Source: an optimization exercise on an open RTL-to-GDS flow (aim: small area, a short achievable clock period and few clock cycles per item). Production flows keep margins and buffers that such runs may drop. Function was checked by simulation only, so behaviour that the tests miss may differ from the original. Power figures rest on the tool's default switching activity, not on a simulated workload.

// rsdp_tag
module rsdp_tag (
   input          clk,
   input          rst,
   input          start,
   input          csel,
   input          ssel,
   input  [237:0] b,
   input  [237:0] a,
   input  [135:0] y,
   input  [135:0] x,
   input  [6:0]   e,
   output         ready,
   output         done,
   output [6:0]   u
);
   reg [2:0] vld;
   assign ready = 1'b1;
   assign done  = vld[2];
   tag core (
      .clk(clk), .csel(csel), .ssel(ssel),
      .b(b), .a(a), .y(y), .x(x), .e(e), .u(u)
   );
   always @(posedge clk) begin
      if (rst)
         vld <= 3'd0;
      else
         vld <= {vld[1:0], start};
   end
endmodule
==> flow/config.mk <==
export PLATFORM = sky130hd
export DESIGN_NAME = rsdp_tag
export DESIGN_NICKNAME = rsdp_tag
export VERILOG_FILES = /design/flow/design.v
export SDC_FILE = /design/flow/constraint.sdc
export NUM_CORES = 4
export LEC_CHECK = 0
export CAP_MARGIN = 20
export CORE_MARGIN = 2
export CORE_UTILIZATION = 35
export GPL_ROUTABILITY_DRIVEN = 0
export SETUP_SLACK_MARGIN = 4.95
export SLEW_MARGIN = 20
export SYNTH_HIERARCHICAL = 1
export SYNTH_MINIMUM_KEEP_SIZE = 0
==> flow/constraint.sdc <==
create_clock -name core_clock -period 8.0 [get_ports {clk}]
set_input_delay 1.6000 -clock core_clock [delete_from_list [all_inputs] [get_ports {clk}]]
set_output_delay 1.6000 -clock core_clock [all_outputs]
set_load 0.01 [all_outputs]
standard.sh (not shown) runs the stock make flow with config.mk's settings and CLKGATE_MAP_FILE= SYNTH_SCRIPT=/design/flow/synth_recipe.tcl, a recipe that flattens the netlist after the stock synthesis.
==> flow/flow/run.sh <==
#!/bin/bash
# Standard ORFS layout (the standard.sh, unchanged synthesis), except:
# - the port buffers that global placement inserts are buf_1 cells instead of
#   the default delay buffers (every input and output port still gets one);
# - clock tree synthesis uses clkbuf_8 leaf buffers, clusters of up to 16
#   sinks and no dummy loads, which makes a smaller clock tree.
set -euo pipefail
export BUFFER_PORTS_ARGS="-buffer_cell sky130_fd_sc_hd__buf_1"
export CTS_ARGS="-sink_clustering_enable -repair_clock_nets -dont_use_dummy_load -buf_list {sky130_fd_sc_hd__clkbuf_8} -sink_clustering_size 16 -sink_clustering_max_diameter 100"
bash standard.sh > orfs_make.log 2>&1
Testbench counts at the start, summed over its fixed seeds: cycles 536, tags 512.
==> next run, changes <==
- GPL_ROUTABILITY_DRIVEN: 0 -> not set
- PLACE_DENSITY: not set -> 0.75
- SETUP_SLACK_MARGIN: 4.95 -> 4.7
After rerunning: Area after synthesis stays the same. Die area is unchanged. Wire length drops by 3.2%. Via count drops by 2.0%. Cell count hardly moves. Non-clock buffer count drops by 13. Count of clock-buffer cells in the layout is unchanged. Power drops by 16%. Sequential power barely changes. Cell area drops by 4.8%.
==> next run, changes <==
- SETUP_SLACK_MARGIN: 4.7 -> 5
What happened: Critical path depth increases by 2. Die area does not change. Clock skew barely changes. Power increases by about 17%. Final cell count increases by about 1%. Core utilization increases by 5.7 points. Worst setup slack improved by 180 ps. Maximum frequency increases by 5.6%. Cell area increases by about 13%. Sequential share of layout area decreases by 2.7 points.
==> next run, changes <==
- GPL_ROUTABILITY_DRIVEN: not set -> 0
- PLACE_DENSITY: 0.75 -> not set
- SETUP_SLACK_MARGIN: 5 -> 4.7
Global-route usage drops by 0.86 points.
Combinational power drops by about 18%.
Total power drops by 14%.
Die area stays the same.
Synthesized area does not change.
Fmax drops by 3.0%.
Setup slack loses 97 ps.

---

run 1:
rsdp_tag, a different RTL version from the one above (not shown whole).
Size in the first run: about 2,000 cells after synthesis, ~300 flip-flops.
==> flow/config.mk <==
export PLATFORM = sky130hd
export DESIGN_NAME = rsdp_tag
export DESIGN_NICKNAME = rsdp_tag
export VERILOG_FILES = /design/flow/design.v
export SDC_FILE = /design/flow/constraint.sdc
export NUM_CORES = 4
export LEC_CHECK = 0
export CAP_MARGIN = 20
export CORE_MARGIN = 2
export CORE_UTILIZATION = 35
export SETUP_SLACK_MARGIN = 5
export SLEW_MARGIN = 20
export SYNTH_HIERARCHICAL = 1
export SYNTH_MINIMUM_KEEP_SIZE = 0
==> flow/constraint.sdc <==
create_clock -name core_clock -period 8.0 [get_ports {clk}]
set_input_delay 1.6000 -clock core_clock [delete_from_list [all_inputs] [get_ports {clk}]]
set_output_delay 1.6000 -clock core_clock [all_outputs]
set_load 0.01 [all_outputs]
Scripts as last shown in full above: flow/flow/run.sh
In summary, run 1 completed successfully, with a layout that passed the timing, DRC and antenna checks.
Testbench counts of run 1, summed over its fixed seeds: cycles 536, tags 512.
#### Input delta (run 2 over run 1)
==> flow/flow/run.sh <==
#!/bin/bash
# Standard ORFS layout (the standard.sh, unchanged synthesis), except:
# - the port buffers that global placement inserts are buf_1 cells instead of
#   the default delay buffers (every input and output port still gets one);
# - clock tree synthesis uses clkbuf_8 leaf buffers, clusters of up to 24
#   sinks and no dummy loads, which makes a smaller clock tree.
set -euo pipefail
export BUFFER_PORTS_ARGS="-buffer_cell sky130_fd_sc_hd__buf_1"
export CTS_ARGS="-sink_clustering_enable -repair_clock_nets -dont_use_dummy_load -buf_list {sky130_fd_sc_hd__clkbuf_8} -sink_clustering_size 24 -sink_clustering_max_diameter 50"
bash standard.sh > orfs_make.log 2>&1
Results
Relative to run 1, the number of non-filler instances in the completed layout of run 2 is higher by 25.
Changes observed in run 2 relative to run 1: total power density per cell area went down, total wirelength of the detailed-routed design did not really move, number of levels the H-tree was split into went up, highest achievable clock rate went down.
Run 2 against run 1: share of final layout cell area taken by non-clock buffers flat, number of fill cells in the layout level, sequential standard cell area held steady, total power has increased.
Delta (run 2 minus run 1): post-layout minimum cycle time went up 23 ps; clock power share moved up.

---

rsdp_tag with an RTL version that a note above also has.
For scale: ~770 I/O pins, about 21000 um2 of cells after synthesis.
export LEC_CHECK = 0
export CAP_MARGIN = 20
export CORE_MARGIN = 2
export CORE_UTILIZATION = 35
export SETUP_SLACK_MARGIN = 4.7
export SLEW_MARGIN = 20
export SYNTH_HIERARCHICAL = 1
export SYNTH_MINIMUM_KEEP_SIZE = 0
create_clock -name core_clock -period 8.0 [get_ports {clk}]
==> flow/flow/run.sh <==
#!/bin/bash
# Standard ORFS layout (the standard.sh, unchanged synthesis), except:
# - the port buffers that global placement inserts are buf_1 cells instead of
#   the default delay buffers (every input and output port still gets one);
# - clock tree synthesis uses clkbuf_8 leaf buffers, clusters of up to 16
#   sinks and no dummy loads, which makes a smaller clock tree.
set -euo pipefail
export BUFFER_PORTS_ARGS="-buffer_cell sky130_fd_sc_hd__buf_1"
export CTS_ARGS="-sink_clustering_enable -repair_clock_nets -dont_use_dummy_load -buf_list {sky130_fd_sc_hd__clkbuf_8} -sink_clustering_size 16 -sink_clustering_max_diameter 100"
bash standard.sh > orfs_make.log 2>&1
Testbench counts at the start, summed over its fixed seeds: cycles 536, tags 512.
Change:
GPL_ROUTABILITY_DRIVEN = 0   (was default)
SETUP_SLACK_MARGIN = 4.85   (was 4.7)
What happened:
- global-route usage fell by 0.83 points
- sequential share of layout area hardly moves
- setup slack gains 0.097 ns
Change:
GPL_ROUTABILITY_DRIVEN = default   (was 0)
SETUP_SLACK_MARGIN = 4.4   (was 4.85)
After rerunning: Synthesized cell count is unchanged. Clock skew drops by 0.010 ns. Setup slack degrades by 0.41 ns. First-iteration DRC count went down by 4.3%.
Change:
GPL_ROUTABILITY_DRIVEN = 0   (was default)
SETUP_SLACK_MARGIN = 5   (was 4.4)
=> Design area came out higher by 8.0%; final cell count rises by 0.44%; non-clock buffer count went up by 17; wire length went up by 3.7%; first-iteration DRC count went up by about 4.4%; worst hold slack loses 0.0065 ns; global-route usage decreases by 0.15 points; synthesized cell count stays the same; synthesized area stays the same; worst setup slack gets better by 0.47 ns.

---

Starting RTL as in the previous note.
## rsdp_tag
module rsdp_tag (
   input          clk,
   input          rst,
   input          start,
   input          csel,
   input          ssel,
   input  [237:0] b,
   input  [237:0] a,
   input  [135:0] y,
   input  [135:0] x,
   input  [6:0]   e,
   output         ready,
   output         done,
   output [6:0]   u
);
Settings: LEC_CHECK=0, CAP_MARGIN=20, CORE_MARGIN=2, CORE_UTILIZATION=35, SETUP_SLACK_MARGIN=4.85, SLEW_MARGIN=20, SYNTH_HIERARCHICAL=1, SYNTH_MINIMUM_KEEP_SIZE=0; clock period 8.0 ns.
Scripts as last shown in full above: flow/flow/run.sh
Testbench counts at the start, summed over its fixed seeds: cycles 536, tags 512.
Edit:
Settings changed: GPL_ROUTABILITY_DRIVEN set to 0, PLACE_DENSITY set to 0.7.
Effect: Final cell count is about the same; synthesized area does not change; worst setup slack is worse by 0.055 ns; sequential share of layout area grows by 0.79 points; power is lower by 1.4%; clock-buffer cell count is unchanged; utilization falls by 1.4 points; wire length is lower by 3.9%; via count fell by 2.1%; non-clock buffer count came out lower by 8; critical path depth came out higher by 1.
Edit:
Settings changed: CORE_UTILIZATION 35 to 39, PLACE_DENSITY 0.7 to unset.
Result:
- count of clock-buffer cells in the layout stays the same
- sequential share of layout area hardly moves
- power came out lower by 2.9%
Edit:
Settings changed: CAP_MARGIN 20 to 0, CORE_UTILIZATION 39 to 35, GPL_ROUTABILITY_DRIVEN 0 to unset, SETUP_SLACK_MARGIN 4.85 to 4.7, SLEW_MARGIN 20 to 0.
Effect:
- utilization shrinks by 4.5 points
- combinational power is lower by about 3%
- first-iteration DRC count decreases by 4.2%
Edit:
==> flow/flow/run.sh (replaced) <==
#!/bin/bash
# Standard ORFS layout (the standard.sh, unchanged synthesis), except:
# - the port buffers that global placement inserts are buf_1 cells instead of
#   the default delay buffers (every input and output port still gets one);
# - clock tree synthesis uses clkbuf_8 leaf buffers, clusters of up to 24
#   sinks and no dummy loads, which makes a smaller clock tree.
set -euo pipefail
export BUFFER_PORTS_ARGS="-buffer_cell sky130_fd_sc_hd__buf_1"
export CTS_ARGS="-sink_clustering_enable -repair_clock_nets -dont_use_dummy_load -buf_list {sky130_fd_sc_hd__clkbuf_8} -sink_clustering_size 24 -sink_clustering_max_diameter 50"
bash standard.sh > orfs_make.log 2>&1
Settings changed: CAP_MARGIN 0 to 20, GPL_ROUTABILITY_DRIVEN set to 0, SETUP_SLACK_MARGIN 4.7 to 4.85, SLEW_MARGIN 0 to 20.
Result: Clock-buffer cell count went up by 9. Non-clock buffer count went down by 5. Area after synthesis is unchanged. Wire length came out lower by a few percent.

what the ideal ports hide:
The results above use ideal ports. As a check the final layouts listed here were re-extracted and re-timed, cells and wires unchanged. Step 1: set_driving_cell puts a clkbuf_16 on clk and a buf_2 on each other input, an assumption about the parent block. Step 2 also shifts input and output timing later by t, the mid clock arrival at the registers, as if the neighbouring blocks saw the same clock. Slacks: ideal / step 1 / step 2; pairs: ideal / step 1.
run | t (ns) | slack for setup (ns) | hold WS [ns]
the first run of note 1 | 0.633 | 4.869 / 4.889 / 4.256 | 0.450 / 0.450 / 0.450
the second run of note 1 | 0.637 | 4.679 / 4.708 / 4.071 | 0.446 / 0.446 / 0.446
the third run of note 1 | 0.647 | 4.855 / 4.822 / 4.175 | 0.444 / 0.444 / 0.444
the fourth run of note 1 | 0.627 | 4.757 / 4.781 / 4.154 | 0.450 / 0.450 / 0.450
run 1 | 0.640 | 4.910 / 4.910 / 4.359 | 0.459 / 0.459 / 0.459
run 2 | 0.623 | 4.887 / 4.887 / 4.394 | 0.445 / 0.445 / 0.445
the first run of note 3 | 0.623 | 4.751 / 4.786 / 4.163 | 0.456 / 0.456 / 0.456
the second run of note 3 | 0.639 | 4.848 / 4.852 / 4.213 | 0.450 / 0.450 / 0.450
the third run of note 3 | 0.621 | 4.440 / 4.473 / 3.852 | 0.457 / 0.457 / 0.457
the fourth run of note 3 | 0.637 | 4.911 / 4.903 / 4.267 | 0.450 / 0.450 / 0.450
the first run of note 4 | 0.623 | 4.797 / 4.816 / 4.193 | 0.457 / 0.457 / 0.457
the second run of note 4 | 0.635 | 4.742 / 4.773 / 4.139 | 0.451 / 0.451 / 0.451
the third run of note 4 | 0.623 | 4.748 / 4.751 / 4.128 | 0.450 / 0.450 / 0.450
the fourth run of note 4 | 0.623 | 4.751 / 4.786 / 4.163 | 0.456 / 0.456 / 0.456
the fifth run of note 4 | 0.676 | 4.813 / 4.828 / 4.152 | 0.433 / 0.433 / 0.433
After both steps setup and hold are still met in every run listed. For the third run of note 1, which loses most, drivers alone change the setup slack by -0.033 ns; drivers and shift together by -0.680 ns.
